Source: an optimization exercise on an open RTL-to-GDS flow (aim: small area, a short achievable clock period and few clock cycles). Production flows keep margins and buffers that such runs may drop.
Where RTL was checked, it was by simulation tests only, not by an equivalence proof against the original.
No functional check of the RTL was part of runs 6 to 8.
In every run shown here, the design's own scripts or RTL, not TritonCTS, make the clock network.
The flow treats the clock pin as an ideal source. Dropping or thinning the clock tree relies on that and would not hold on a real chip.
No activity file was given, so power comes from the tool's default toggle rates.

[flow/run.sh]
#!/bin/bash
# Layout flow: the standard ORFS flow, with these changes:
#  - synthesis does not extract full/half adder cells (ADDER_MAP_FILE empty),
#    so ABC maps all of the arithmetic itself;
#  - the port buffers are sky130_fd_sc_hd__buf_2 cells;
#  - the clock tree is one level: the clock port drives four clkbuf_16 cells,
#    one per quarter of the flip-flops (flow/cts.tcl replaces ORFS's cts.tcl,
#    with clock_tree_synthesis replaced by that buffering).
set -euo pipefail
rm -rf scripts_mod
cp -r "$FLOW_HOME/scripts" scripts_mod
cp flow/cts.tcl scripts_mod/cts.tcl
bash standard.sh ADDER_MAP_FILE= \
  "BUFFER_PORTS_ARGS=-buffer_cell sky130_fd_sc_hd__buf_2" \
  "SCRIPTS_DIR=$PWD/scripts_mod" \
  finish > make_finish.log 2>&1
[flow/cts.tcl]
utl::set_metrics_stage "cts__{}"
source $::env(SCRIPTS_DIR)/load.tcl
source $::env(SCRIPTS_DIR)/lec_check.tcl
erase_non_stage_variables cts
load_design 3_place.odb 3_place.sdc
source_step_tcl PRE CTS

# Clone clock tree inverters next to register loads
# so cts does not try to buffer the inverted clocks.
repair_clock_inverters

proc save_progress { stage } {
  puts "Run 'make gui_$stage.odb' to load progress snapshot"
  orfs_write_db $::env(RESULTS_DIR)/$stage.odb
  orfs_write_sdc $::env(RESULTS_DIR)/$stage.sdc
}


# Clock tree: the clock port drives NBUF clkbuf_16 cells, each of which
# drives the flip-flops of one region of the core (a balanced one-level tree).
proc manual_clock_tree { nbuf } {
  set db [ord::get_db]
  set block [ord::get_db_block]
  set master [$db findMaster sky130_fd_sc_hd__clkbuf_16]
  set clk_net [$block findNet clk]
  set sinks {}
  foreach it [$clk_net getITerms] {
    if { [[$it getMTerm] getSigType] == "CLOCK" || [[$it getMTerm] getName] == "CLK" } {
      set inst [$it getInst]
      set bb [$inst getBBox]
      lappend sinks [list $it [expr {([$bb xMin] + [$bb xMax]) / 2}] [expr {([$bb yMin] + [$bb yMax]) / 2}]]
    }
  }
  puts "manual_clock_tree: [llength $sinks] sinks, $nbuf buffers"
  # split into two halves by x, then each half into nbuf/2 groups by y
  set sinks [lsort -integer -index 1 $sinks]
  set n [llength $sinks]
  set half [expr {($n + 1) / 2}]
  set groups {}
  set per [expr {$nbuf / 2}]
  foreach part [list [lrange $sinks 0 [expr {$half - 1}]] [lrange $sinks $half end]] {
    set part [lsort -integer -index 2 $part]
    set m [llength $part]
    for {set k 0} {$k < $per} {incr k} {
      set lo [expr {($m * $k) / $per}]
      set hi [expr {($m * ($k + 1)) / $per - 1}]
      lappend groups [lrange $part $lo $hi]
    }
  }
  set k 0
  foreach grp $groups {
    set sx 0
    set sy 0
    foreach s $grp {
      set sx [expr {$sx + [lindex $s 1]}]
      set sy [expr {$sy + [lindex $s 2]}]
    }
    set cnt [llength $grp]
    set inst [odb::dbInst_create $block $master "clkbuf_m_$k"]
    set net [odb::dbNet_create $block "clk_m_$k"]
    $net setSigType CLOCK
    [$inst findITerm A] connect $clk_net
    [$inst findITerm X] connect $net
    foreach s $grp {
      set it [lindex $s 0]
      $it disconnect
      $it connect $net
    }
    $inst setLocation [expr {$sx / $cnt}] [expr {$sy / $cnt}]
    $inst setPlacementStatus PLACED
    puts "manual_clock_tree: clkbuf_m_$k drives $cnt sinks"
    incr k
  }
  set_propagated_clock [all_clocks]
}

# Run CTS
set cts_args [list \
  -sink_clustering_enable \
  -repair_clock_nets]

append_env_var cts_args CTS_BUF_DISTANCE -distance_between_buffers 1
append_env_var cts_args CTS_CLUSTER_SIZE -sink_clustering_size 1
append_env_var cts_args CTS_CLUSTER_DIAMETER -sink_clustering_max_diameter 1
append_env_var cts_args CTS_BUF_LIST -buf_list 1
append_env_var cts_args CTS_LIB_NAME -library 1


if { [env_var_exists_and_non_empty CTS_ARGS] } {
  set cts_args $::env(CTS_ARGS)
}

set_dont_use $::env(DONT_USE_CELLS)

manual_clock_tree 4

utl::push_metrics_stage "cts__{}__pre_repair_timing"
log_cmd estimate_parasitics -placement
if { $::env(DETAILED_METRICS) } {
  report_metrics 4 "cts pre-repair-timing"
}
utl::pop_metrics_stage

set_placement_padding -global \
  -left $::env(CELL_PAD_IN_SITES_DETAIL_PLACEMENT) \
  -right $::env(CELL_PAD_IN_SITES_DETAIL_PLACEMENT)

set result [catch { detailed_placement } msg]
if { $result != 0 } {
  save_progress 4_1_error
  error "Detailed placement failed in CTS: $msg"
}

log_cmd estimate_parasitics -placement

if { $::env(CTS_SNAPSHOTS) } {
  save_progress 4_1_pre_repair_hold_setup
}

if { !$::env(SKIP_CTS_REPAIR_TIMING) } {
  if { $::env(EQUIVALENCE_CHECK) } {
    write_eqy_verilog 4_before_rsz.v
  }
  if { $::env(LEC_CHECK) } {
    write_lec_verilog 4_before_rsz_lec.v
  }

  repair_timing_helper

  if { $::env(EQUIVALENCE_CHECK) } {
    run_equivalence_test
  }
  if { $::env(LEC_CHECK) } {
    write_lec_verilog 4_after_rsz_lec.v
    run_lec_test 4_rsz 4_before_rsz_lec.v 4_after_rsz_lec.v
  }

  set result [catch { detailed_placement } msg]
  if { $result != 0 } {
    save_progress 4_1_error
    error "Detailed placement failed in CTS: $msg"
  }

  check_placement -verbose
}

report_metrics 4 "cts final"

source_step_tcl POST CTS

orfs_write_db $::env(RESULTS_DIR)/4_1_cts.odb
orfs_write_sdc $::env(RESULTS_DIR)/4_cts.sdc
[standard.sh]
#!/bin/bash
# synth_recipe.tcl (not shown) runs the flow's synth.tcl, then flattens the netlist and writes it again
# the make line also repeats each setting of config.mk as NAME=value (left out here)
make -C /OpenROAD-flow-scripts/flow DESIGN_CONFIG=/design/flow/config.mk WORK_HOME=/design/flow/orfs CLKGATE_MAP_FILE= SYNTH_SCRIPT=/design/flow/synth_recipe.tcl "${@:-finish}"
[config.mk]
export PLATFORM = sky130hd
export DESIGN_NAME = ELA
export DESIGN_NICKNAME = ELA
export VERILOG_FILES = /design/flow/design.v
export SDC_FILE = /design/flow/constraint.sdc
export NUM_CORES = 8
export LEC_CHECK = 0
export CAP_MARGIN = 20
export CORE_MARGIN = 2
export CORE_UTILIZATION = 40
export SETUP_SLACK_MARGIN = 4.6
export SLEW_MARGIN = 20
export SYNTH_HIERARCHICAL = 1
[constraint.sdc]
create_clock -name core_clock -period 7.0 [get_ports {clk}]
set_input_delay 1.4000 -clock core_clock [delete_from_list [all_inputs] [get_ports {clk}]]
set_output_delay 1.4000 -clock core_clock [all_outputs]
set_load 0.01 [all_outputs]
[design.v]
`timescale 1ns/10ps
module ELA(clk, rst, in_data, data_rd, req, wen, addr, data_wr, done);
	input				clk;
	input				rst;
	input		[7:0]	in_data;
	input		[7:0]	data_rd;
	output				req;
	output	reg			wen;
	output	reg	[9:0]	addr;
	output	reg	[7:0]	data_wr;	 
	output				done;
	reg			interp, fin;
	reg			s_rb, s_w;	 
	reg	[7:0]	x;	 
	reg	[7:0]	y;	 
	reg	[7:0]	pp;	 
	reg	[7:0]	q;	 
	reg	[7:0]	r;	 
	reg	[7:0]	dreg, areg;	 
	reg	[7:0]	m;			 
	wire s_rt = ~s_rb & ~s_w;
	assign req  = ~interp;
	assign done = fin;
	function [7:0] absd;
		input [7:0] x, y;
		reg [7:0] g, e, G1, E1, G2, E2, G3, E3, bo, bo2;
		integer i;
		begin
			g = x & ~y;
			e = ~(x ^ y);
			for (i = 0; i < 8; i = i + 1)
				if (i % 2 == 1) begin G1[i] = g[i] | e[i] & g[i-1]; E1[i] = e[i] & e[i-1]; end
				else begin G1[i] = g[i]; E1[i] = e[i]; end
			for (i = 0; i < 8; i = i + 1)
				if (i % 4 >= 2) begin G2[i] = G1[i] | E1[i] & G1[(i/4)*4+1]; E2[i] = E1[i] & E1[(i/4)*4+1]; end
				else begin G2[i] = G1[i]; E2[i] = E1[i]; end
			for (i = 0; i < 8; i = i + 1)
				if (i >= 4) begin G3[i] = G2[i] | E2[i] & G2[3]; E3[i] = E2[i] & E2[3]; end
				else begin G3[i] = G2[i]; E3[i] = E2[i]; end
			bo  = {~(G3[6:0] | E3[6:0]), 1'b0};
			bo2 = {G3[6:0], 1'b0};
			absd = G3[7] ? (~e ^ bo) : (~e ^ bo2);
		end
	endfunction
	function [7:0] avg8;
		input [7:0] x, y;
		reg [7:0] g, p, G1, P1, G2, P2, G3, P3;
		integer i;
		begin
			g = x & y; p = x ^ y;
			for (i = 0; i < 8; i = i + 1)
				if (i % 2 == 1) begin G1[i] = g[i] | p[i] & g[i-1]; P1[i] = p[i] & p[i-1]; end
				else begin G1[i] = g[i]; P1[i] = p[i]; end
			for (i = 0; i < 8; i = i + 1)
				if (i % 4 >= 2) begin G2[i] = G1[i] | P1[i] & G1[(i/4)*4+1]; P2[i] = P1[i] & P1[(i/4)*4+1]; end
				else begin G2[i] = G1[i]; P2[i] = P1[i]; end
			for (i = 0; i < 8; i = i + 1)
				if (i >= 4) begin G3[i] = G2[i] | P2[i] & G2[3]; P3[i] = P2[i] & P2[3]; end
				else begin G3[i] = G2[i]; P3[i] = P2[i]; end
			avg8 = {G3[7], p[7:1] ^ G3[6:0]};
		end
	endfunction
	wire [8:0] ix = {addr[9:6], addr[4:0]};
	wire [8:0] kst = {s_rb, s_rb, s_rb, s_rt & interp, s_rb, s_rb, s_rb,
			s_rb | s_w, s_w | ~interp & wen};
	function [8:0] add9;
		input [8:0] u, v;
		integer j; reg c;
		begin
			c = 1'b0;
			for (j = 0; j < 9; j = j + 1) begin
				add9[j] = u[j] ^ v[j] ^ c;
				c = (u[j] & v[j]) | (c & (u[j] ^ v[j]));
			end
		end
	endfunction
	wire [8:0] i_next = add9(ix, kst);
	always @(posedge clk) begin
		dreg <= absd(x, y);
		areg <= avg8(x, y);
	end
	wire edge_col = (ix[4:0] == 5'd1) || (ix[4:0] == 5'd2);
	wire le;
	ELA_le8 u_le(.v(dreg), .u(m), .le(le));
	wire take = s_w | le | (s_rb & edge_col);
	always @(posedge clk) begin
		if (take)
			m <= dreg;
		if (!interp)
			data_wr <= in_data;
		else if (take)
			data_wr <= areg;
	end
	always @(posedge clk or posedge rst) begin
		if (rst) begin
			interp <= 1'b0;
			fin <= 1'b0;
			s_rb <= 1'b0;
			s_w <= 1'b0;
			wen <= 1'b0;
			addr <= 10'd0;
		end else if (fin) begin
			wen <= 1'b0;
		end else begin
			addr <= {i_next[8:5], interp & s_rb, i_next[4:0]};
			if (!interp) begin
				wen <= ~(wen & (&ix));
				if (wen & (&ix))
					interp <= 1'b1;
			end else begin
				s_rb <= s_rt;
				s_w <= s_rb;
				wen <= s_rb & (ix[8:1] != 8'd16);
				if (s_rb && ix == 9'd1)
					fin <= 1'b1;
			end
		end
	end
	always @(posedge clk) begin
		if (s_rt) begin
			x <= data_rd; r <= x;
		end else if (s_rb) begin
			x <= r; y <= data_rd; r <= x;
		end else begin
			x <= pp; y <= q; pp <= r; q <= y;
		end
	end
endmodule
module ELA_le8(v, u, le);
	input	[7:0]	v, u;
	output			le;
	wire [7:0] g = v & ~u;
	wire [7:0] e = ~(v ^ u);
	wire g10 = g[1] | e[1] & g[0], e10 = e[1] & e[0];
	wire g32 = g[3] | e[3] & g[2], e32 = e[3] & e[2];
	wire g54 = g[5] | e[5] & g[4], e54 = e[5] & e[4];
	wire g76 = g[7] | e[7] & g[6], e76 = e[7] & e[6];
	wire g30 = g32 | e32 & g10;
	wire g74 = g76 | e76 & g54, e74 = e76 & e54;
	assign le = ~(g74 | e74 & g30);
endmodule
==> flow_metrics.tcl, run 1 <==
set metrics [dict create \
    status "no timing/DRC/antenna violations" \
    synth_edf_count 48 \
    die_area_sq_um 10700 \
    rsz0062_at_grt "true" \
    crit_fanout 5 \
    yosysSeqAreaShare_pct 57.9 \
    power_mw 0.877 \
    gp_congestion 0.740 \
    syn_area_per_cell_sq_um 12.2 \
    worstMarginPinSlew_ns 0.655 \
    ff2ff_setup_slack_ns 4.67 \
    final_common_cell "edfxtp_1" \
    setup_slack_ns 4.67 \
    final_max_slew_viol_count 0 \
    place_hpwl_um 5330 \
    place_ws_ns 4.60 \
    drt_pass1_iterations 4 \
    ys.flop_type "edfxtp_1" \
    yosysUniqueCellTypes 49 \
    instances_no_fill 497 \
    fillers 908 \
    fin_tns_setup_ns 0 \
    first_iter_violations 65 \
    routed_wl_um 7330 \
    hold_ws_ns 0.434 \
    hold_class "register to register" \
    arrival_ns 2.38 \
    io_buffers 38 \
    drtAntennaViolNets 0 \
    cp-end-kind "register" \
    drc_errors 0 \
    grt_overflow 0 \
    grt_use_total_pct 13.2 \
    cap_violations 0 \
    synthArstFlopShare_pct 17.2 \
    syn_to_final_growth_pct 12.9 \
    path_clk_slew_ns 0.08 \
    ir_drop_mv 0.143 \
    drive_above_1_share_pct 27.2 \
    setup_viol 0 \
    min_period_ns 2.33 \
    ys_seq_elements 87 \
    viasPerCell 4.86 \
    grt_antenna_before_repair 0 \
    layout.nets 384 \
    rows 36 \
    synth_area_leaders "edfxtp_1 (36%), dfxtp_1 (12%), dfrtp_1 (9.5%)" \
    max_stage_delay_ns 0.49 \
    report.final.hold_viol_count 0 \
    vias 2417 \
    path_buf_inv 1 \
    crit_chain "buf_4 -> a21oi_2 -> o31ai_2 -> a21oi_2 -> o21ai_2 -> maj3_2 -> maj3_2 -> maj3_2" \
    io_pins 39 \
    synth_top_area_share_pct 36.4 \
    yosys_warnings 7 \
    crit_family "adder cells" \
    p_leak_nw 1.78 \
    finClkSkew_ns 0.00673 \
    power.density_nw_per_um2 196 \
    grt_pass1_vias 2346 \
    fin_crit_sh_pct 33.3 \
    fmax_mhz 429 \
    syn_inst 326 \
    avgRoutedWirePerCell_um 14.8 \
    diodes 0 \
    worst_ep_required_time_ns 7.04 \
    grt_pass1_wl_um 11900 \
    syn_nets 344 \
    start_kind "register" \
    clock_latency_ns 0.15 \
    path_class "register to register" \
    die_h_um 104 \
    syn-cell-area_sq_um 3970 \
    start_util_pct 40.9 \
    grt_max_degree 42 \
    die_w_um 104 \
    max_slew_margin_pct 56.3 \
    dpl.cell_count 488 \
    cp_common_cell "maj3_2" \
    final_cell_mix "edfxtp_1 (48), buf_2 (38), nand2_1 (24), dfxtp_1 (24), inv_1 (21)" \
    slowest_stage "edfxtp_1" \
    synth_area_leader_cell "edfxtp_1" \
    fp.coreArea_sq_um 9680 \
]
-- cells by family after synthesis --
group	after synthesis	synth area share, %
AND/OR/NAND/NOR	77	9.81
flip-flops	87	57.9
buffers and inverters	31	2.97
adder cells (fa/ha/maj)	14	3.98
AO/OA/AOI/OAI	55	10.1
XOR/XNOR	30	6.63
multiplexers	32	8.61
-- registers in the layout (all words and copies together), names as in the netlist --
signal,cells
areg,8
addr,10
data_wr,8
s_w,1
m,8
q,8
r,8
x,8
wen,1
s_rb,1
pp,8
interp,1
fin,1
dreg,8
y,8
-- Yosys stat by module, one instance, submodules excluded --
module / copies in the design / cells inside / area [sq um]
ELA: 1 / 306 / 3810
ELA_le8: 1 / 20 / 151
-- metal layers --
layer	vias up	track usage [%]	share of wire, %
met2	33	21.8	47
met1	1153	19.8	49
li1	1223	-	-
met5	-	0	0
met3	8	0.692	2.3
met4	0	1.93	1.7
-- path summary, 6_finish.rpt --
check / from / end / depth (start not counted)
setup / recovery: y[0] / areg[7] / 8
hold / removal: dreg[0] / m[0] / 0
max in group asynchronous: rst / fin / 2
hold reg to reg: dreg[0] / m[0] / 0
min in group asynchronous: rst / addr[0] / 2
setup reg to reg: y[0] / areg[7] / 8
-- stage by stage --
| stage | util, % | instance area (sq um) |
|---|---|---|
| after floorplan | - | 3970 |
| after global placement | 44.4 | 4300 |
| after detailed placement | 44.4 | 4300 |
| after CTS | 45.4 | 4400 |
| after global routing | 46.2 | 4480 |
| final | 46.2 | 4480 |
-- worst reg2reg max path, stage by stage (launching register included) --
cell and delay, ns:
edfxtp_1 0.49, buf_4 0.19, a21oi_2 0.15, o31ai_2 0.12, a21oi_2 0.19, o21ai_2 0.10
maj3_2 0.34, maj3_2 0.34, maj3_2 0.31
-- where the power goes --
group          switching [mW]  internal, mW
registers              0.0159         0.566
clock network           0.119         0.104
logic                  0.0376        0.0340
total                   0.173         0.704
-- cell usage after synthesis (2+ instances only) --
master / number
maj3_2: 14
or2_2: 3
xnor2_1: 15
xor2_1: 15
o22ai_1: 2
mux2_2: 17
nand2b_1: 9
nor3_1: 2
edfxtp_1: 48
a211oi_1: 2
clkbuf_1: 6
a22oi_1: 2
nor2b_1: 6
nand3_1: 5
o31ai_1: 2
buf_1: 3
nor2_1: 20
o21ai_0: 13
mux2i_1: 15
o21ai_1: 4
nand2_1: 24
dfxtp_1: 24
a21oi_2: 3
a21o_1: 4
dfrtp_1: 15
nor2b_4: 3
o21bai_1: 2
inv_1: 21
a21oi_1: 6
o21a_1: 2
-- area by class of cell --
class	instances	area, sq um	share of cell area [%]
Sequential cell	87	2300	51.4
Multi-Input combinational cell	208	1600	35.6
Timing Repair Buffer	44	235	5.25
Tap cell	133	166	3.72
Buffer	4	100	2.24
Inverter	21	78.8	1.76
-- timing repair --
item / 4_1_cts / 5_1_grt
setup endpoints to repair: 2 / 28
buffers inserted: 0 / 5
pin swaps: 0 / 3
hold buffers: 0 / 0
resized for setup: 2 / 7
Testbench counts, summed over its fixed seeds: cycles 62,688.
==> run 2, diff against run 1 <==
--- a/config.mk
+++ b/config.mk
@@ -9,5 +9,5 @@
 export CORE_MARGIN = 2
 export CORE_UTILIZATION = 40
-export SETUP_SLACK_MARGIN = 4.6
+export SETUP_SLACK_MARGIN = 4.7
 export SLEW_MARGIN = 20
 export SYNTH_HIERARCHICAL = 1
==> run 2 against run 1 <==
  * Utilization is 1.7 points higher
  * Combinational power is 4.9% higher
  * Die area stayed put
  * Final area is 3.6% higher
  * Still clean on timing, DRC and antenna
  * Cell count is 2.2% higher
  * Largest power group unchanged
  * Critical path type is now register to output pin
  * Maximum frequency is 1.5% higher
  * Clock skew hardly changed
  * Setup slack better by 0.036 ns
  * Global-route usage is 0.081 points higher
  * First-iteration DRC count is 23% higher
  * Total power is 0.54% higher
  * Clock power hardly changed
==> flow_metrics.tcl, run 2 <==
set metrics [dict create \
    status "no timing/DRC/antenna violations" \
    grt_max_degree 42 \
    synthMuxAreaShare_pct 8.61 \
    io_pins 39 \
    worst_ep_required_time_ns 5.60 \
    final_cell_mix "edfxtp_1 (48), buf_2 (38), nand2_1 (24)" \
    path_clk_slew_ns 0.08 \
    cp-end-kind "output pin" \
    yosysSeqAreaShare_pct 57.9 \
    min_to "m[0]" \
    holdPathStages 0 \
    fp.coreArea_sq_um 9680 \
    synth-simple-area-share_pct 9.81 \
    synthAdderAreaFrac_pct 3.98 \
    layout.nets 395 \
    drive_above_1_share_pct 31.2 \
    io_buffers 38 \
    routed_wl_um 7530 \
    rows 36 \
    die_h_um 104 \
    placed_cell_area_sq_um 4300 \
    drt_pass1_iterations 5 \
    fmax_mhz 435 \
    clock_latency_ns 0.15 \
    crit_chain "inv_1 -> buf_2" \
    p_leak_nw 1.84 \
    die_w_um 104 \
    min_period_ns 2.30 \
    crit_family "flip-flops" \
    hold_buffers 0 \
    gp_congestion 0.740 \
    crit_fanout 5 \
    synth_top_family_by_area "compound AO/OA/AOI/OAI gates" \
    synth-xor-area-share_pct 6.63 \
    syn_nets 344 \
    fin_tns_setup_ns 0 \
    grt_use_total_pct 13.3 \
    grt_pass1_vias 2358 \
    report.final.hold_viol_count 0 \
    rsz0062_at_grt "true" \
    fillers 892 \
    max_slew_margin_pct 58.0 \
    ff2ff_setup_slack_ns 4.73 \
    setup_viol 0 \
    synth_most_common_cell "edfxtp_1" \
    drc_errors 0 \
    syn_inst 326 \
    vias 2485 \
    syn-cell-area_sq_um 3970 \
    regMostFlops "addr" \
    yosysUniqueCellTypes 49 \
    syn_area_per_cell_sq_um 12.2 \
    ys.flop_type "edfxtp_1" \
    critical_path_depth 2 \
    viasPerCell 4.89 \
    cap_violations 0 \
    path_buf_inv 2 \
    finClkSkew_ns 0.00682 \
    fin_crit_sh_pct 32.8 \
    die_area_sq_um 10700 \
    arrival_ns 0.90 \
    max_stage_delay_ns 0.44 \
    first_iter_violations 80 \
    slowest_stage "dfrtp_2" \
    grt_antenna_before_repair 0 \
    drtAntennaViolNets 0 \
    synthArstFlopShare_pct 17.2 \
    syn_to_final_growth_pct 17.0 \
    final_common_cell "edfxtp_1" \
    synth_area_leader_cell "edfxtp_1" \
    ys_seq_elements 87 \
    synth_top_area_share_pct 36.4 \
    final_max_slew_viol_count 0 \
    synth_commonest_cells "edfxtp_1 (48), dfxtp_1 (24), nand2_1 (24)" \
    grt_overflow 0 \
    synth_compound_gate_area_share_pct 10.1 \
    worstMarginPinSlew_ns 0.627 \
    largest_register_ffs 10 \
    avgRoutedWirePerCell_um 14.8 \
    synth_area_leaders "edfxtp_1 (36%), dfxtp_1 (12%), dfrtp_1 (9.5%)" \
    place_hpwl_um 5330 \
    hold_class "register to register" \
    reg2reg_depth 8 \
    grt_pass1_wl_um 11900 \
    min-delay-start "dreg[0]" \
    start_kind "register" \
    diodes 0 \
    start_util_pct 40.9 \
    yosys_warnings 7 \
    design_area_sq_um 4640 \
    synth_edf_count 48 \
    r2r-start "y[0]" \
    ir_drop_mv 0.143 \
    path_class "register to output pin" \
    r2r-end "areg[7]" \
    power.density_nw_per_um2 190 \
]
## run 2: power by group
group | leakage (nW) | internal (mW) | switching (mW) | total, mW
sequential | 0.859 | 0.566 | 0.0166 | 0.583
combinational | 0.936 | 0.0355 | 0.0397 | 0.0751
clock | 0.0493 | 0.104 | 0.120 | 0.224
## run 2: how the worst max path moves through the flow
stage | startpoint | endpoint
after floorplan | y[0] | areg[7]
after global placement | interp | req
after detailed placement | interp | req
after CTS | interp | req
after global routing | interp | req
final | interp | req
## run 2: area by class of cell
class | instances | area (sq um) | area share, %
plain buffers | 4 | 100 | 2.16
inverters | 21 | 82.6 | 1.78
multi-input cells | 208 | 1640 | 35.4
flip-flops and latches | 87 | 2310 | 49.7
well taps | 133 | 166 | 3.59
repair buffers | 55 | 342 | 7.36
## run 2: stage by stage
stage / utilization, % / power, mW / cells / setup slack [ns] / hold WS (ns)
4_1_cts: 45.8 / 0.885 / 494 / 4.59 / 0.438
3_5_place_dp: 44.4 / 0.662 / 488 / 4.60 / 0.418
5_1_grt: 47.9 / 0.915 / 508 / 4.65 / 0.455
2_1_floorplan: - / 0.639 / 326 / 4.83 / 0.401
6_report: 47.9 / 0.882 / 508 / 4.70 / 0.435
3_3_place_gp: 44.4 / 0.659 / 488 / 4.63 / 0.418
## run 2: timing repair
| item | in CTS | in global routing |
|---|---|---|
| cloned | 0 | 0 |
| buffers inserted | 2 | 14 |
| pin swaps | 0 | 10 |
| gates resized for setup | 5 | 19 |
| endpoints found under the setup margin | 28 | 21 |
## run 2: cells by family after synthesis
logic type,Yosys count
AOI/OAI and AO/OA,55
xor gates and xnor gates,30
adders and majority gates,14
buffers and inverters,31
DFF,87
muxes,32
and+or+nand+nor,77
## run 2: per-module statistics from Yosys, one instance, submodules excluded
module   area (sq um)  flops+latches  cells
ELA              3810             87    306
ELA_le8           151              0     20
## run 2: per-layer routing
layer / global-route usage (%) / vias up / share of wire [%]
li1: - / 1250 / -
met1: 19.8 / 1198 / 49
met2: 22.1 / 29 / 48
met3: 0.692 / 8 / 2.1
met4: 1.83 / 0 / 1.6
met5: 0 / - / 0
==> run 3, diff against run 2 <==
--- a/config.mk
+++ b/config.mk
@@ -9,5 +9,5 @@
 export CORE_MARGIN = 2
 export CORE_UTILIZATION = 40
-export SETUP_SLACK_MARGIN = 4.7
+export SETUP_SLACK_MARGIN = 5.0
 export SLEW_MARGIN = 20
 export SYNTH_HIERARCHICAL = 1
==> run 3 against run 2 <==
  * Clock skew barely moved
  * Via count is 5.4% higher
  * Register-to-register slack better by 0.07 ns
  * Global-route usage up 0.80 points
  * Combinational power is 11% higher
  * Total power is 1.2% higher
  * Maximum frequency rose by 4.4%
  * Critical path depth rose by 6
  * Sequential share of layout area fell by 3.5 points
  * Sequential power about the same
  * Worst hold slack better by 0.0061 ns
  * Clock power hardly changed
==> flow_metrics.tcl, run 3 <==
set metrics [dict create \
    hold_class "register to register" \
    drtAntennaViolNets 0 \
    yosys_warnings 7 \
    grt_antenna_before_repair 0 \
    vias 2618 \
    crit_fanout 3 \
    status "no timing/DRC/antenna violations" \
    ir_drop_mv 0.127 \
    finClkSkew_ns 0.00701 \
    synthArstFlopShare_pct 17.2 \
    grt_pass1_wl_um 12700 \
    largest_register_ffs 10 \
    placed_cell_area_sq_um 4330 \
    die_w_um 104 \
    internal-power_mw 0.714 \
    fillers 841 \
    layout.nets 421 \
    die_area_sq_um 10700 \
    first_iter_violations 89 \
    syn_inst 326 \
    multi_input_area_sq_um 1740 \
    synth_area_leaders "edfxtp_1 (36%), dfxtp_1 (12%), dfrtp_1 (9.5%)" \
    swShare_pct 20.0 \
    clockPowerShare_pct 25.4 \
    ys.flop_type "edfxtp_1" \
    drt_pass1_iterations 4 \
    power.density_nw_per_um2 178 \
    power_switching_mw 0.178 \
    regMostFlops "addr" \
    io_pins 39 \
    setup_viol 0 \
    path_clk_slew_ns 0.09 \
    drive_above_1_share_pct 40.6 \
    arrival_ns 2.25 \
    final_common_cell "edfxtp_1" \
    final_max_slew_viol_count 0 \
    worstMarginPinSlew_ns 0.602 \
    syn-cell-area_sq_um 3970 \
    synth_commonest_cells "edfxtp_1 (48), dfxtp_1 (24), nand2_1 (24)" \
    hold_buffers 0 \
    setup_slack_ns 4.80 \
    routed_wl_um 7930 \
    hold_ws_ns 0.441 \
    path_class "register to register" \
    register_area_sq_um 2310 \
    start_kind "register" \
    syn_area_per_cell_sq_um 12.2 \
    cp-end-kind "register" \
    worst_ep_required_time_ns 7.05 \
    fin_crit_sh_pct 31.4 \
    diodes 0 \
    drc_errors 0 \
    yosysUniqueCellTypes 49 \
    grt_overflow 0 \
    synth_area_leader_cell "edfxtp_1" \
    grt_use_total_pct 14.1 \
    fin_tns_setup_ns 0 \
    min_period_ns 2.20 \
    fmax_mhz 454 \
    cap_violations 0 \
    synth_most_common_cell "edfxtp_1" \
    clock_latency_ns 0.15 \
    comb_power_share_pct 9.4 \
    avgRoutedWirePerCell_um 14.9 \
    final_cell_mix "edfxtp_1 (48), buf_4 (35), buf_2 (30)" \
    grt_max_degree 42 \
    start_util_pct 40.9 \
    design_area_sq_um 5010 \
    seqPwrFrac_pct 65.3 \
    gp_congestion 0.795 \
    syn_nets 344 \
    syn_to_final_growth_pct 26.3 \
    io_buffers 38 \
    place_ws_ns 4.58 \
    grt_pass1_vias 2558 \
    rsz0062_at_grt "true" \
    synth_edf_count 48 \
    utilization_pct 51.7 \
    p_leak_nw 1.99 \
    rows 36 \
    viasPerCell 4.90 \
    max_slew_margin_pct 59.8 \
    synth_top_area_share_pct 36.4 \
    die_h_um 104 \
    place_hpwl_um 5100 \
    fp.coreArea_sq_um 9680 \
    yosysSeqAreaShare_pct 57.9 \
    ys_seq_elements 87 \
    report.final.hold_viol_count 0 \
]
==> run 3: cell counts after synthesis <==
Identical to the previous run, type by type.
==> run 3: metal layers <==
layer / up-vias / wire length, um / global-route usage [%]
met5: - / 0 / 0
met4: 0 / 174 / 2.22
met3: 10 / 299 / 1.13
met2: 56 / 3640 / 23.3
met1: 1238 / 3820 / 20.7
li1: 1314 / - / -
==> run 3: cell families after synthesis <==
family	share of synthesized area, %
XOR/XNOR	6.63
multiplexers	8.61
flip-flops	57.9
AND/OR/NAND/NOR	9.81
buffers and inverters	2.97
adder cells (fa/ha/maj)	3.98
AO/OA/AOI/OAI	10.1
==> run 3: per-module statistics from Yosys, one instance, submodules excluded <==
| module | times used | flip-flops and latches | area [sq um] | cells inside |
|---|---|---|---|---|
| ELA_le8 | 1 | 0 | 151 | 20 |
| ELA | 1 | 87 | 3810 | 306 |
==> run 3: per-stage QoR <==
step	power, mW	cells
after detailed placement	0.664	488
after global routing	0.933	534
after global placement	0.662	488
after floorplan	0.642	326
final	0.892	534
after CTS	0.893	522
==> run 3: path summary, 6_finish.rpt <==
path	from	endpoint	slack, ns	depth (start not counted)
worst max-delay path	y[0]	areg[7]	4.80	8
worst min-delay path	dreg[4]	m[4]	0.44	0
worst max register to register	y[0]	areg[7]	4.80	8
worst min register to register	dreg[4]	m[4]	0.44	0
max in group asynchronous	rst	s_w	5.25	2
min in group asynchronous	rst	addr[8]	1.30	2
==> run 3: critical path: stages, from the launching register on <==
cell and delay [ns]:
edfxtp_1 0.44, buf_6 0.16, a31oi_4 0.20, o31ai_4 0.08, a21oi_2 0.19, o21ai_2 0.08, maj3_2 0.33, maj3_2 0.32
maj3_2 0.29
==> run 3: power groups by stage <==
| stage | logic, mW | registers (mW) | clock network (mW) |
|---|---|---|---|
| global route | 0.0923 | 0.586 | 0.254 |
| detailed placement | 0.0711 | 0.593 | 0 |
| global placement | 0.0704 | 0.591 | 0 |
| CTS | 0.0770 | 0.582 | 0.234 |
| floorplan | 0.0531 | 0.589 | 0 |
| finish | 0.0834 | 0.582 | 0.226 |
==> run 3: final cells by class <==
class | instances | area share, %
plain buffers | 4 | 2.00
inverters | 21 | 1.70
multi-input cells | 208 | 34.7
flip-flops and latches | 87 | 46.2
well taps | 133 | 3.32
repair buffers | 81 | 12.1
==> run 3: timing repair <==
item / in CTS / in global routing
pin swaps: 15 / 19
setup buffers: 30 / 12
gates resized for setup: 32 / 28
cloned: 0 / 0
endpoints found under the setup margin: 58 / 45
==> run 4, diff against run 3 <==
--- a/config.mk
+++ b/config.mk
@@ -9,5 +9,5 @@
 export CORE_MARGIN = 2
 export CORE_UTILIZATION = 40
-export SETUP_SLACK_MARGIN = 5.0
+export SETUP_SLACK_MARGIN = 4.9
 export SLEW_MARGIN = 20
 export SYNTH_HIERARCHICAL = 1
==> run 4 against run 3 <==
  * Synthesized cell count did not move
  * Clock skew increased by 0.00058 ns
  * Sequential share of layout area up 0.77 points
  * Setup slack lost 0.081 ns
  * Critical path type unchanged
  * Largest power group unchanged
  * Highest routed layer unchanged
==> flow_metrics.tcl, run 4 <==
set metrics [dict create \
    synth_area_leader_cell "edfxtp_1" \
    crit_fanout 5 \
    syn_inst 326 \
    worstMarginPinSlew_ns 0.565 \
    ir_drop_mv 0.168 \
    gp_congestion 0.721 \
    yosysUniqueCellTypes 49 \
    synth_most_common_cell "edfxtp_1" \
    final_common_cell "edfxtp_1" \
    ys_seq_elements 87 \
    r2r-start "y[0]" \
    fillers 852 \
    fin_crit_sh_pct 32.6 \
    crit_chain "buf_6 -> a31oi_4 -> o31ai_4 -> a21oi_2 -> o21ai_2 -> maj3_2 -> maj3_2 -> maj3_2" \
    power_mw 0.884 \
    cp-end-kind "register" \
    start_util_pct 40.9 \
    synthArstFlopShare_pct 17.2 \
    arrival_ns 2.32 \
    utilization_pct 50.7 \
    clock_latency_ns 0.15 \
    final_max_slew_viol_count 0 \
    drt_pass1_iterations 4 \
    syn_nets 344 \
    die_h_um 104 \
    grt_overflow 0 \
    first_iter_violations 90 \
    grt_pass1_vias 2614 \
    drtAntennaViolNets 0 \
    max_stage_delay_ns 0.49 \
    regMostFlops "addr" \
    min-delay-start "dreg[0]" \
    register_area_sq_um 2310 \
    routed_wl_um 7930 \
    layout.nets 423 \
    ys.flop_type "edfxtp_1" \
    min_period_ns 2.28 \
    synth_top_area_share_pct 36.4 \
    cap_violations 0 \
    path_buf_inv 1 \
    slowest_stage "edfxtp_1" \
    diodes 0 \
    syn_to_final_growth_pct 24.0 \
    path_class "register to register" \
    viasPerCell 4.83 \
    die_area_sq_um 10700 \
    setup_viol 0 \
    die_w_um 104 \
    start_kind "register" \
    rsz0062_at_grt "true" \
    yosysSeqAreaShare_pct 57.9 \
    avgRoutedWirePerCell_um 14.8 \
    report.final.hold_viol_count 0 \
    p_leak_nw 1.99 \
    fp.coreArea_sq_um 9680 \
    io_pins 39 \
    grt_max_degree 42 \
    largest_register_ffs 10 \
    power.density_nw_per_um2 180 \
    hold_buffers 0 \
    hold_class "register to register" \
    rows 36 \
    crit_path_start "y[0]" \
    vias 2587 \
    drc_errors 0 \
    synth_commonest_cells "edfxtp_1 (48), dfxtp_1 (24), nand2_1 (24)" \
    multi_input_area_sq_um 1660 \
    cp_common_cell "maj3_2" \
    worst_ep_required_time_ns 7.04 \
    fmax_mhz 438 \
    synth_area_leaders "edfxtp_1 (36%), dfxtp_1 (12%), dfrtp_1 (9.5%)" \
    max_slew_margin_pct 62.3 \
    drive_above_1_share_pct 38.2 \
    path_clk_slew_ns 0.08 \
    syn-cell-area_sq_um 3970 \
    grt_pass1_wl_um 12900 \
    crit_family "adder cells" \
    io_buffers 38 \
    yosys_warnings 7 \
    synth_edf_count 48 \
    place_hpwl_um 5310 \
    finClkSkew_ns 0.00760 \
    final_cell_mix "edfxtp_1 (48), buf_4 (41), buf_2 (31)" \
    syn_area_per_cell_sq_um 12.2 \
    grt_antenna_before_repair 0 \
    fin_tns_setup_ns 0 \
    status "no timing/DRC/antenna violations" \
    grt_use_total_pct 14.3 \
]
## run 4: changes by cell type in the layout (fill, tap and decap cells not counted), sizes merged
cell and delta:
buf +2
## run 4: routing by layer
metal	GRT usage (%)	up-vias	wire length, um
met5	0	-	0
met4	1.54	0	97
met3	0.881	8	175
met2	24.3	30	3820
met1	20.8	1244	3840
li1	-	1305	-
## run 4: worst reg2reg max path, cell delays in order (launching register included)
cell and delay, ns:
edfxtp_1 0.49, buf_6 0.17, a31oi_4 0.21, o31ai_4 0.11
a21oi_2 0.16, o21ai_2 0.08, maj3_2 0.32, maj3_2 0.33
maj3_2 0.31
## run 4: kinds of logic after synthesis
group | count (synthesis) | synth area share (%)
XOR/XNOR | 30 | 6.63
adder cells (fa/ha/maj) | 14 | 3.98
AND/OR/NAND/NOR | 77 | 9.81
AO/OA/AOI/OAI | 55 | 10.1
buffers and inverters | 31 | 2.97
multiplexers | 32 | 8.61
flip-flops | 87 | 57.9
## run 4: path summary, 6_finish.rpt
check,endpoint,slack [ns],cells past startpoint
worst max-delay path,areg[7],4.72,8
worst min-delay path,m[0],0.44,0
worst max register to register,areg[7],4.72,8
worst min register to register,m[0],0.44,0
max in group asynchronous,addr[2],5.32,2
min in group asynchronous,addr[8],1.28,2
## run 4: final cells by class
class	instances	area share, %
multi-input combinational	208	33.7
sequential	87	46.9
buffer	4	2.04
timing repair buffer	83	12.2
tap	133	3.39
inverter	21	1.73
## run 4: per-stage QoR
step	cells	cell area, sq um	setup slack, ns	hold WS [ns]
4_1_cts	517	4690	4.77	0.439
3_5_place_dp	488	4300	4.55	0.419
2_1_floorplan	326	3970	4.87	0.401
3_3_place_gp	488	4300	4.58	0.415
5_1_grt	536	4910	4.62	0.460
6_report	536	4910	4.72	0.435
## run 4: timing repair
action	CTS	global route
setup endpoints to repair	50	48
pin swaps	14	14
setup buffers	25	19
resized for setup	25	18
## run 4: report_power, final
group | total, mW | switching (mW) | internal, mW
registers | 0.581 | 0.0156 | 0.566
clock network | 0.226 | 0.122 | 0.104
logic | 0.0767 | 0.0381 | 0.0386
total | 0.884 | 0.176 | 0.709
## run 4: per-module statistics from Yosys (local to each module, per instance)
module | flip-flops and latches | times used | area, sq um
ELA_le8 | 0 | 1 | 151
ELA | 87 | 1 | 3810
==> run 5, diff against run 4 <==
--- a/config.mk
+++ b/config.mk
@@ -9,5 +9,5 @@
 export CORE_MARGIN = 2
 export CORE_UTILIZATION = 40
-export SETUP_SLACK_MARGIN = 4.9
+export SETUP_SLACK_MARGIN = 4.8
 export SLEW_MARGIN = 20
 export SYNTH_HIERARCHICAL = 1
==> run 5 against run 4 <==
  * First-iteration DRC count is 18% lower
  * Via count is 4.2% lower
  * Clock skew is 0.0011 ns higher
  * Utilization is 3.3 points lower
  * Sequential share of layout area is 3.3 points higher
  * Die area stayed put
  * Combinational power is 0.8% higher
  * Worst hold slack worse by 0.00064 ns
  * Total power is 0.17% lower
  * Critical path depth is 1 lower
  * Critical path type unchanged
  * Largest power group unchanged
==> flow_metrics.tcl, run 5 <==
set metrics [dict create \
    register_area_sq_um 2310 \
    max_stage_delay_ns 0.49 \
    diodes 0 \
    grt_max_degree 42 \
    critical_path_depth 7 \
    fmax_mhz 452 \
    synthArstFlopShare_pct 17.2 \
    synth_commonest_cells "edfxtp_1 (48), dfxtp_1 (24), nand2_1 (24)" \
    place_hpwl_um 5330 \
    yosys_warnings 7 \
    synth_top_area_share_pct 36.4 \
    final_common_cell "edfxtp_1" \
    seqPwrFrac_pct 65.9 \
    multi_input_area_sq_um 1620 \
    start_kind "register" \
    die_w_um 104 \
    p_leak_nw 1.82 \
    fin_crit_sh_pct 31.6 \
    power_switching_mw 0.176 \
    start_util_pct 40.9 \
    comb_power_share_pct 8.8 \
    yosysUniqueCellTypes 49 \
    placed_cell_area_sq_um 4300 \
    drc_errors 0 \
    setup_viol 0 \
    rows 36 \
    synth_edf_count 48 \
    finClkSkew_ns 0.00874 \
    crit_chain "nor2b_4 -> maj3_2 -> maj3_2 -> a21bo_1 -> o21a_1 -> maj3_2 -> o22ai_1" \
    drt_pass1_iterations 4 \
    min_period_ns 2.21 \
    clock_latency_ns 0.15 \
    synth_area_leader_cell "edfxtp_1" \
    die_area_sq_um 10700 \
    report.final.hold_viol_count 0 \
    crit_fanout 5 \
    yosysSeqAreaShare_pct 57.9 \
    syn_inst 326 \
    regMostFlops "addr" \
    slowest_stage "edfxtp_1" \
    clockPowerShare_pct 25.4 \
    path_buf_inv 0 \
    first_iter_violations 74 \
    fp.coreArea_sq_um 9680 \
    cp-end-kind "register" \
    largest_register_ffs 10 \
    syn_to_final_growth_pct 16.0 \
    design_area_sq_um 4600 \
    reg2reg_depth 7 \
    arrival_ns 2.29 \
    path_clk_slew_ns 0.09 \
    drive_above_1_share_pct 32.3 \
    fillers 892 \
    grt_overflow 0 \
    viasPerCell 4.88 \
    drtAntennaViolNets 0 \
    internal-power_mw 0.707 \
    io_pins 39 \
    crit_family "adder cells" \
    grt_antenna_before_repair 0 \
    syn-cell-area_sq_um 3970 \
    hold_class "register to register" \
    holdPathStages 0 \
    cp_common_cell "maj3_2" \
    synth_most_common_cell "edfxtp_1" \
    avgRoutedWirePerCell_um 14.8 \
    routed_wl_um 7510 \
    ys_seq_elements 87 \
    vias 2478 \
    fin_tns_setup_ns 0 \
    grt_pass1_wl_um 12300 \
    max_slew_margin_pct 61.8 \
    syn_nets 344 \
    final_cell_mix "edfxtp_1 (48), buf_2 (38), nand2_1 (24)" \
    rsz0062_at_grt "true" \
    gp_congestion 0.740 \
    cap_violations 0 \
    ir_drop_mv 0.144 \
    power.density_nw_per_um2 192 \
    status "no timing/DRC/antenna violations" \
    final_max_slew_viol_count 0 \
    layout.nets 395 \
    path_class "register to register" \
    worst_ep_required_time_ns 7.07 \
    swShare_pct 19.9 \
    ys.flop_type "edfxtp_1" \
    worstMarginPinSlew_ns 0.572 \
    synth_area_leaders "edfxtp_1 (36%), dfxtp_1 (12%), dfrtp_1 (9.5%)" \
    syn_area_per_cell_sq_um 12.2 \
    die_h_um 104 \
    grt_pass1_vias 2451 \
    io_buffers 38 \
    grt_use_total_pct 13.6 \
]
## run 5: cell counts after synthesis
Identical to the previous run, type by type.
## run 5: power by group through the flow
| stage | registers (mW) | clock network (mW) | logic [mW] |
|---|---|---|---|
| 5_1_grt | 0.586 | 0.246 | 0.0847 |
| 6_report | 0.582 | 0.224 | 0.0773 |
| 4_1_cts | 0.582 | 0.231 | 0.0735 |
| 3_5_place_dp | 0.593 | 0 | 0.0692 |
| 2_1_floorplan | 0.589 | 0 | 0.0501 |
| 3_3_place_gp | 0.592 | 0 | 0.0672 |
## run 5: what timing repair did
item,4_1_cts,5_1_grt
resized for setup,16,9
hold buffers,0,0
setup endpoints to repair,36,33
pin swaps,9,2
buffers inserted,11,5
## run 5: area by class of cell
type                    instances  area share (%)
plain buffers                   4            2.18
inverters                      21            1.85
multi-input cells             208            35.1
flip-flops and latches         87            50.2
well taps                     133            3.62
repair buffers                 55            6.99
## run 5: layer usage
layer	up-vias	GRT usage (%)	routed length (um)
li1	1249	-	-
met1	1186	19.9	3650
met2	37	23.5	3590
met3	6	0.629	167
met4	0	1.35	91
met5	-	0	0
## run 5: final timing paths
kind | to | slack (ns) | startpoint
worst max-delay path | dreg[7] | 4.79 | y[0]
worst min-delay path | m[0] | 0.43 | dreg[0]
worst max register to register | dreg[7] | 4.79 | y[0]
worst min register to register | m[0] | 0.43 | dreg[0]
max in group asynchronous | fin | 5.30 | rst
min in group asynchronous | s_rb | 1.29 | rst
## run 5: cell families after synthesis
logic type                 after synthesis  share of synthesized area [%]
adders and majority gates               14                           3.98
DFF                                     87                           57.9
xor gates and xnor gates                30                           6.63
and+or+nand+nor                         77                           9.81
AOI/OAI and AO/OA                       55                           10.1
muxes                                   32                           8.61
buffers and inverters                   31                           2.97
## run 5: modules after synthesis, one instance, submodules excluded
module	area [sq um]	cells	times used	flip-flops and latches
ELA_le8	151	20	1	0
ELA	3810	306	1	87
## run 5: per-stage QoR
step           std cells  hold WS (ns)  power [mW]  setup WS (ns)  util [%]
3_3_place_gp         488         0.418       0.659           4.63      44.4
3_5_place_dp         488         0.418       0.662           4.60      44.4
6_report             508         0.435       0.883           4.79      47.5
5_1_grt              508         0.455       0.917           4.64      47.5
4_1_cts              503         0.438       0.886           4.73      46.9
2_1_floorplan        326         0.401       0.639           4.83         -
==> run 6, diff against run 5 <==
--- a/design.v
+++ b/design.v
@@ -119,9 +119,9 @@
 	always @(posedge clk) begin
 		if (s_rt) begin
-			x <= data_rd; r <= x;
+			x <= y; y <= data_rd; r <= x;
 		end else if (s_rb) begin
-			x <= r; y <= data_rd; r <= x;
+			x <= r; y <= data_rd; r <= y;
 		end else begin
-			x <= pp; y <= q; pp <= r; q <= y;
+			x <= pp; y <= q; pp <= r; q <= y; r <= y;
 		end
 	end
==> run 6 against run 5 <==
  * Still clean
  * Total power is 16% higher
  * Flip-flop and latch count is the same
  * Synthesized cell count up 8.3%
  * Maximum frequency decreased by 5.6%
  * Sequential share of layout area shrank 3.6 points
  * Via count up 6.4%
  * Register-to-register slack lost 0.13 ns
  * Global-route usage up 0.76 points
  * Final area increased by 1.2%
  * Critical path type unchanged
  * Critical endpoint is now areg[7]
  * Highest routed layer unchanged
==> flow_metrics.tcl, run 6 <==
set metrics [dict create \
    grt_antenna_before_repair 0 \
    first_iter_violations 134 \
    diodes 0 \
    rsz0062_at_grt "true" \
    regMostFlops "addr" \
    arrival_ns 2.39 \
    placed_cell_area_sq_um 4250 \
    power.density_nw_per_um2 220 \
    worst_ep_required_time_ns 7.04 \
    cp_common_cell "maj3_2" \
    design_area_sq_um 4650 \
    fin_crit_sh_pct 33.5 \
    path_class "register to register" \
    grt_pass1_vias 2507 \
    crit_chain "a31oi_4 -> o31ai_4 -> maj3_2 -> maj3_2 -> maj3_2 -> maj3_2 -> maj3_2" \
    routed_wl_um 7470 \
    finClkSkew_ns 0.00765 \
    hold_ws_ns 0.439 \
    grt_use_total_pct 14.4 \
    worstMarginPinSlew_ns 0.677 \
    fp.coreArea_sq_um 9640 \
    ir_drop_mv 0.114 \
    place_hpwl_um 5170 \
    power_mw 1.02 \
    synth_edf_count 32 \
    drc_errors 0 \
    min_period_ns 2.35 \
    synth_commonest_cells "dfxtp_1 (40), edfxtp_1 (32), nand2_1 (30)" \
    report.final.hold_viol_count 0 \
    synth_area_leaders "edfxtp_1 (24%), dfxtp_1 (20%), dfrtp_1 (9.6%)" \
    avgRoutedWirePerCell_um 13.9 \
    final_cell_mix "buf_2 (37), edfxtp_1 (32), dfxtp_1 (31)" \
    die_area_sq_um 10600 \
    grt_pass1_wl_um 12500 \
    drt_pass1_iterations 5 \
    setup_viol 0 \
    start_util_pct 40.7 \
    viasPerCell 4.90 \
    largest_register_ffs 10 \
    start_kind "register" \
    io_pins 39 \
    cap_violations 0 \
    fin_tns_setup_ns 0 \
    max_slew_margin_pct 54.8 \
    setup_slack_ns 4.65 \
    fmax_mhz 426 \
    max_stage_delay_ns 0.38 \
    synth_most_common_cell "dfxtp_1" \
    die_h_um 103 \
    drtAntennaViolNets 0 \
    layout.nets 425 \
    hold_buffers 0 \
    ys.flop_type "dfxtp_1" \
    io_buffers 38 \
    syn_nets 371 \
    synth_top_area_share_pct 24.5 \
    rows 36 \
    place_ws_ns 4.54 \
    p_leak_nw 1.88 \
    syn_inst 353 \
    cp-end-kind "register" \
    drive_above_1_share_pct 36.0 \
    path_buf_inv 0 \
    fillers 920 \
    syn_to_final_growth_pct 18.7 \
    synthArstFlopShare_pct 17.2 \
    final_common_cell "buf_2" \
    crit_fanout 5 \
    grt_overflow 0 \
    yosys_warnings 7 \
    grt_max_degree 23 \
    slowest_stage "dfxtp_4" \
    final_max_slew_viol_count 0 \
    crit_family "adder cells" \
    clock_latency_ns 0.15 \
    yosysSeqAreaShare_pct 54.5 \
    hold_class "register to register" \
    yosysUniqueCellTypes 51 \
    status "no timing/DRC/antenna violations" \
    vias 2637 \
    syn_area_per_cell_sq_um 11.1 \
    die_w_um 103 \
    gp_congestion 0.802 \
    ys_seq_elements 87 \
    path_clk_slew_ns 0.09 \
    syn-cell-area_sq_um 3920 \
    synth_area_leader_cell "edfxtp_1" \
]
==> run 6: changes by cell type in the layout (fill, tap and decap cells not counted), sizes merged, moves of 5 or more <==
| cell | previous run | this run |
|---|---|---|
| nand2 | 24 | 30 |
| dfxtp | 24 | 40 |
| mux2 | 17 | 23 |
| buf | 55 | 65 |
| o21ai | 17 | 25 |
| xnor2 | 15 | 7 |
| inv | 20 | 13 |
| edfxtp | 48 | 32 |
| a21oi | 9 | 14 |
==> run 6: layer usage <==
metal  routed length, um  track usage [%]  part of all wire, %
met5                   0                0                    0
met4                 124             2.02                  1.7
met3                 182            0.746                  2.4
met2                3380             23.4                   45
met1                3790             21.8                   51
==> run 6: timing repair <==
item,4_1_cts,5_1_grt
endpoints found under the setup margin,23,41
gates resized for setup,23,23
buffers inserted,11,14
pin swaps,11,8
==> run 6: where the power goes <==
group | leakage [nW] | switching [mW] | internal, mW
registers | 0.829 | 0.0324 | 0.588
logic | 1.00 | 0.0878 | 0.0880
clock network | 0.0493 | 0.122 | 0.104
==> run 6: cell families after synthesis <==
kind of cell,synth area share (%)
AND/OR/NAND/NOR,12.3
adder cells (fa/ha/maj),3.03
AO/OA/AOI/OAI,11.3
buffers and inverters,3.16
XOR/XNOR,5.81
flip-flops,54.5
multiplexers,9.92
==> run 6: final timing paths <==
path	startpoint	endpoint	slack, ns	depth (start not counted)
max	x[1]	areg[7]	4.65	7
min	r[0]	pp[0]	0.44	0
max reg2reg	x[1]	areg[7]	4.65	7
min reg2reg	r[0]	pp[0]	0.44	0
max in group asynchronous	rst	interp	5.31	2
min in group asynchronous	rst	addr[5]	1.29	2
==> run 6: stage by stage <==
step / instances / util, %
final: 538 / 48.3
after global routing: 538 / 48.3
after CTS: 524 / 46.4
after detailed placement: 509 / 44.1
after global placement: 509 / 44.1
after floorplan: 353 / -
==> run 6: worst register-to-register path, cell delays in order, from the launching register on <==
cell and delay (ns):
dfxtp_4 0.38, a31oi_4 0.22, o31ai_4 0.08, maj3_2 0.31, maj3_2 0.32, maj3_2 0.31
maj3_2 0.31, maj3_2 0.30
==> run 6: modules after synthesis (local to each module, per instance) <==
module	copies in the design	area, sq um
ELA	1	3770
ELA_le8	1	151
==> run 6: area by class of cell <==
cell class / instances / area, sq um / area share (%)
Tap cell: 133 / 166 / 3.58
Sequential cell: 87 / 2170 / 46.6
Multi-Input combinational cell: 235 / 1760 / 37.7
Timing Repair Buffer: 65 / 403 / 8.66
Buffer: 4 / 100 / 2.15
Inverter: 14 / 58.8 / 1.26
==> run 7, diff against run 6 <==
--- a/config.mk
+++ b/config.mk
@@ -9,5 +9,5 @@
 export CORE_MARGIN = 2
 export CORE_UTILIZATION = 40
-export SETUP_SLACK_MARGIN = 4.8
+export SETUP_SLACK_MARGIN = 4.7
 export SLEW_MARGIN = 20
 export SYNTH_HIERARCHICAL = 1
==> run 7 against run 6 <==
  * Final area is 2.0% lower
  * Setup slack lost 0.025 ns
  * Sequential power about the same
  * Combinational power fell by 3%
  * Register-to-register slack got worse by 0.02 ns
  * Clock power is essentially flat
  * Worst hold slack got worse by 0.0060 ns
  * First-iteration DRC count decreased by 23%
  * Clock skew is 0.0040 ns lower
  * Routed wire length grew 0.51%
  * Critical endpoint unchanged
  * Largest power group unchanged
==> flow_metrics.tcl, run 7 <==
set metrics [dict create \
    status "no timing/DRC/antenna violations" \
    syn-cell-area_sq_um 3920 \
    worstMarginPinSlew_ns 0.994 \
    drive_above_1_share_pct 31.1 \
    design_area_sq_um 4560 \
    path_clk_slew_ns 0.08 \
    clock_latency_ns 0.15 \
    synth_area_leader_cell "edfxtp_1" \
    start_util_pct 40.7 \
    final_max_slew_viol_count 0 \
    place_hpwl_um 5340 \
    power.density_nw_per_um2 222 \
    layout.nets 419 \
    synth_area_leaders "edfxtp_1 (24%), dfxtp_1 (20%), dfrtp_1 (9.6%)" \
    min_period_ns 2.37 \
    cp-end-kind "register" \
    grt_pass1_wl_um 12000 \
    fin_crit_sh_pct 33.9 \
    largest_register_ffs 10 \
    syn_area_per_cell_sq_um 11.1 \
    synth_top_area_share_pct 24.5 \
    drtAntennaViolNets 0 \
    start_kind "register" \
    yosysUniqueCellTypes 51 \
    setup_slack_ns 4.63 \
    ys_seq_elements 87 \
    place_ws_ns 4.53 \
    path_class "register to register" \
    grt_use_total_pct 13.8 \
    die_area_sq_um 10600 \
    max_slew_margin_pct 33.5 \
    fp.coreArea_sq_um 9640 \
    final_common_cell "buf_2" \
    io_pins 39 \
    syn_nets 371 \
    diodes 0 \
    final_cell_mix "buf_2 (38), dfxtp_1 (33), edfxtp_1 (32)" \
    die_w_um 103 \
    grt_pass1_vias 2393 \
    synth_edf_count 32 \
    p_leak_nw 1.86 \
    synth_most_common_cell "dfxtp_1" \
    hold_class "register to register" \
    rsz0062_at_grt "true" \
    crit_fanout 7 \
    worst_ep_required_time_ns 7.04 \
    routed_wl_um 7510 \
    synthArstFlopShare_pct 17.2 \
    rows 36 \
    avgRoutedWirePerCell_um 14.1 \
    fin_tns_setup_ns 0 \
    viasPerCell 4.93 \
    grt_max_degree 23 \
    grt_overflow 0 \
    yosys_warnings 7 \
    dpl.cell_count 509 \
    setup_viol 0 \
    placed_cell_area_sq_um 4240 \
    cap_violations 0 \
    grt_antenna_before_repair 0 \
    regMostFlops "addr" \
    yosysSeqAreaShare_pct 54.5 \
    first_iter_violations 103 \
    die_h_um 103 \
    drc_errors 0 \
    vias 2624 \
    syn_to_final_growth_pct 16.2 \
    ys.flop_type "dfxtp_1" \
    io_buffers 38 \
    ff2ff_setup_slack_ns 4.63 \
    syn_inst 353 \
    fmax_mhz 422 \
    instances_no_fill 532 \
    report.final.hold_viol_count 0 \
    finClkSkew_ns 0.00365 \
    gp_congestion 0.856 \
    drt_pass1_iterations 4 \
    ir_drop_mv 0.106 \
    arrival_ns 2.41 \
    synth_commonest_cells "dfxtp_1 (40), edfxtp_1 (32), nand2_1 (30)" \
]
[run 7: cell counts after synthesis]
No cell type changed its count.
[run 7: where the power goes]
part | total (mW) | internal [mW] | switching, mW
combinational | 0.170 | 0.0830 | 0.0867
sequential | 0.620 | 0.588 | 0.0323
clock | 0.223 | 0.104 | 0.119
[run 7: final timing paths]
kind,start,to,cells after the start
max in group asynchronous,rst,fin,2
min in group asynchronous,rst,addr[8],2
worst min register to register,dreg[5],m[5],0
worst min-delay path,dreg[5],m[5],0
worst max register to register,y[0],areg[7],7
worst max-delay path,y[0],areg[7],7
[run 7: cell type report]
cell class | instances | area (sq um)
multi-input cells | 235 | 1730
flip-flops and latches | 87 | 2160
inverters | 14 | 52.6
repair buffers | 59 | 352
plain buffers | 4 | 100
well taps | 133 | 166
fillers | 909 | 5080
[run 7: layer usage]
metal / up-vias / routed length [um] / global-route usage (%)
met5: - / 0 / 0
met4: 0 / 72 / 1.21
met3: 5 / 226 / 1.22
met2: 36 / 3460 / 22.7
met1: 1246 / 3750 / 20.8
li1: 1337 / - / -
[run 7: modules after synthesis, one instance, submodules excluded]
module / cell area [sq um] / cells inside
ELA: 3770 / 333
ELA_le8: 151 / 20
[run 7: cell families after synthesis]
family | Yosys count | synth area share (%)
simple gates | 97 | 12.3
flops | 87 | 54.5
compound gates | 65 | 11.3
mux | 36 | 9.92
buf+inv | 31 | 3.16
xor+xnor | 26 | 5.81
fa+ha+maj | 11 | 3.03
[run 7: what timing repair did]
item / CTS / global route
hold buffers: 0 / 0
pin swaps: 7 / 6
buffers inserted: 9 / 10
setup endpoints to repair: 17 / 20
hold endpoints to repair: 0 / 0
gates resized for setup: 13 / 16
[run 7: worst max-delay path, cell delays in order, from the launching register on]
cell and delay [ns]:
dfxtp_4 0.38, a31oi_4 0.22, o31ai_4 0.08, maj3_2 0.31, maj3_2 0.32, maj3_2 0.32
maj3_2 0.33, maj3_2 0.29
[run 7: through the flow]
stage / power, mW / hold WS (ns) / util (%)
floorplan: 0.744 / 0.401 / -
global placement: 0.780 / 0.413 / 44.0
detailed placement: 0.785 / 0.413 / 44.0
CTS: 1.01 / 0.434 / 46.1
global route: 1.07 / 0.453 / 47.3
finish: 1.01 / 0.433 / 47.3
==> run 8, diff against run 7 <==
--- a/config.mk
+++ b/config.mk
@@ -9,5 +9,5 @@
 export CORE_MARGIN = 2
 export CORE_UTILIZATION = 40
-export SETUP_SLACK_MARGIN = 4.7
+export SETUP_SLACK_MARGIN = 4.9
 export SLEW_MARGIN = 20
 export SYNTH_HIERARCHICAL = 1
==> run 8 against run 7 <==
  * Still clean
  * Cell count grew 2.4%
  * Area after synthesis is the same
  * Sequential share of layout area shrank 2.2 points
  * Die area is the same
  * Global-route usage grew 0.35 points
  * Setup slack gained 0.012 ns
  * Via count grew 3.4%
  * Critical path type unchanged
  * Critical endpoint unchanged
==> flow_metrics.tcl, run 8 <==
set metrics [dict create \
    drtAntennaViolNets 0 \
    hold_buffers 0 \
    fin_tns_setup_ns 0 \
    place_ws_ns 4.53 \
    final_common_cell "dfxtp_1" \
    synthAdderAreaFrac_pct 3.03 \
    syn_area_per_cell_sq_um 11.1 \
    path_clk_slew_ns 0.08 \
    layout.nets 432 \
    syn_to_final_growth_pct 22.0 \
    min_period_ns 2.36 \
    crit_fanout 6 \
    finClkSkew_ns 0.00924 \
    first_iter_violations 117 \
    grt_pass1_wl_um 12300 \
    drt_pass1_iterations 5 \
    synth_edf_count 32 \
    start_kind "register" \
    synth_commonest_cells "dfxtp_1 (40), edfxtp_1 (32), nand2_1 (30)" \
    die_w_um 103 \
    fp.coreArea_sq_um 9640 \
    start_util_pct 40.7 \
    synth_area_leader_cell "edfxtp_1" \
    yosysUniqueCellTypes 51 \
    cap_violations 0 \
    status "no timing/DRC/antenna violations" \
    crit_chain "a31oi_4 -> o31ai_4 -> maj3_2 -> maj3_2 -> maj3_2 -> maj3_2 -> maj3_2" \
    io_buffers 38 \
    largest_register_ffs 10 \
    path_buf_inv 0 \
    rsz0062_at_grt "true" \
    fin_crit_sh_pct 33.7 \
    hold_class "register to register" \
    final_cell_mix "dfxtp_1 (35), edfxtp_1 (32), buf_4 (31)" \
    diodes 0 \
    synth_most_common_cell "dfxtp_1" \
    worstMarginPinSlew_ns 0.657 \
    synth_area_leaders "edfxtp_1 (24%), dfxtp_1 (20%), dfrtp_1 (9.6%)" \
    slowest_stage "dfxtp_4" \
    viasPerCell 4.98 \
    power.density_nw_per_um2 214 \
    arrival_ns 2.40 \
    cp-end-kind "register" \
    io_pins 39 \
    place_hpwl_um 5160 \
    synth_top_area_share_pct 24.5 \
    clock_latency_ns 0.15 \
    routed_wl_um 7630 \
    p_leak_nw 1.94 \
    utilization_pct 49.6 \
    report.final.hold_viol_count 0 \
    syn_inst 353 \
    drive_above_1_share_pct 36.2 \
    ys_seq_elements 87 \
    path_class "register to register" \
    grt_overflow 0 \
    synth_top_family_by_area "simple AND/OR/NAND/NOR gates" \
    ir_drop_mv 0.128 \
    syn_nets 371 \
    placed_cell_area_sq_um 4250 \
    rows 36 \
    synthArstFlopShare_pct 17.2 \
    final_max_slew_viol_count 0 \
    max_slew_margin_pct 56.1 \
    regMostFlops "addr" \
    register_area_sq_um 2160 \
    grt_pass1_vias 2466 \
    fillers 906 \
    die_area_sq_um 10600 \
    setup_viol 0 \
    yosysSeqAreaShare_pct 54.5 \
    hold_ws_ns 0.437 \
    grt_use_total_pct 14.2 \
    synth_compound_gate_area_share_pct 11.3 \
    syn-cell-area_sq_um 3920 \
    max_stage_delay_ns 0.38 \
    worst_ep_required_time_ns 7.04 \
    synthMuxAreaShare_pct 9.92 \
    die_h_um 103 \
    gp_congestion 0.828 \
    cp_common_cell "maj3_2" \
    avgRoutedWirePerCell_um 14.0 \
    vias 2713 \
    drc_errors 0 \
    synth-xor-area-share_pct 5.81 \
    grt_max_degree 23 \
    fmax_mhz 424 \
    multi_input_area_sq_um 1780 \
    ys.flop_type "dfxtp_1" \
    setup_slack_ns 4.64 \
    synth-simple-area-share_pct 12.3 \
    grt_antenna_before_repair 0 \
    yosys_warnings 7 \
    design_area_sq_um 4790 \
    crit_family "adder cells" \
]
## run 8: cell counts after synthesis
Identical to the previous run, type by type.
## run 8: path summary, 6_finish.rpt
check	from	end	slack, ns	cells after the start
max in group asynchronous	rst	fin	5.30	2
min reg2reg	dreg[5]	m[5]	0.44	0
max	y[0]	areg[7]	4.64	7
max reg2reg	y[0]	areg[7]	4.64	7
min	dreg[5]	m[5]	0.44	0
min in group asynchronous	rst	addr[0]	1.29	2
## run 8: stage by stage
step                cells  total power, mW
floorplan             353            0.746
global placement      509            0.781
detailed placement    509            0.786
CTS                   536             1.02
global route          545             1.08
finish                545             1.02
## run 8: cell families (layout without fill, tap and decap cells)
logic type	after synthesis	in the layout
AND/OR/NAND/NOR	97	97
flip-flops	87	87
adder cells (fa/ha/maj)	11	11
XOR/XNOR	26	26
AO/OA/AOI/OAI	65	65
buffers and inverters	31	90
multiplexers	36	36
## run 8: Yosys stat by module, one instance, submodules excluded
module   cells inside  flip-flops and latches  area, sq um
ELA               333                      87         3770
ELA_le8            20                       0          151
## run 8: timing repair
action                     4_1_cts  5_1_grt
resized for setup               24       27
pin swaps                       10       13
setup endpoints to repair       44       48
buffers inserted                23        8
## run 8: routing by layer
metal  wire [um]  track usage [%]
met2        3540             22.1
met5           0                0
met1        3740             22.4
met4          68             1.01
met3         281             1.29
## run 8: power by group
group | switching (mW) | leakage, nW | total [mW] | internal, mW
combinational | 0.0902 | 1.06 | 0.180 | 0.0900
sequential | 0.0324 | 0.829 | 0.620 | 0.588
clock | 0.118 | 0.0493 | 0.222 | 0.104
## run 8: final cells by class
| class | instances | area share, % |
|---|---|---|
| sequential | 87 | 45.2 |
| multi-input combinational | 235 | 37.3 |
| timing repair buffer | 72 | 10.7 |
| tap | 133 | 3.48 |
| buffer | 4 | 2.09 |
| inverter | 14 | 1.18 |

re-timing with driven ports:
How much do the figures lean on ideal ports? The routed layouts below were timed once more, with nothing changed but the port constraints.
Step 1 assumes that a clkbuf_16 drives the clock port and a buf_2 every other input.
Step 2 moves the port delays by t, midway between the first and last clock arrival at a register: inputs arrive t later, outputs are due t later. That takes back most of the time a late clock gives input paths.
a / b / c = ideal / step 1 / step 2; a / b = the first two.
run | t (ns) | setup slack, ns | hold slack, ns | clock arrival spread, ns
run 1 | 0.224 | 4.667 / 4.627 / 4.667 | 0.434 / 0.434 / 0.434 | 0.006 / 0.007
run 2 | 0.224 | 4.702 / 4.625 / 4.727 | 0.435 / 0.435 / 0.435 | 0.006 / 0.007
run 3 | 0.228 | 4.799 / 4.749 / 4.799 | 0.441 / 0.441 / 0.441 | 0.007 / 0.008
run 4 | 0.226 | 4.718 / 4.718 / 4.718 | 0.435 / 0.435 / 0.435 | 0.008 / 0.007
run 5 | 0.224 | 4.786 / 4.749 / 4.786 | 0.435 / 0.435 / 0.435 | 0.009 / 0.009
run 6 | 0.224 | 4.654 / 4.654 / 4.654 | 0.439 / 0.439 / 0.439 | 0.011 / 0.010
run 7 | 0.222 | 4.629 / 4.629 / 4.629 | 0.433 / 0.433 / 0.433 | 0.003 / 0.004
run 8 | 0.229 | 4.642 / 4.642 / 4.642 | 0.437 / 0.437 / 0.437 | 0.009 / 0.009
After both steps setup and hold are still met in every run listed.
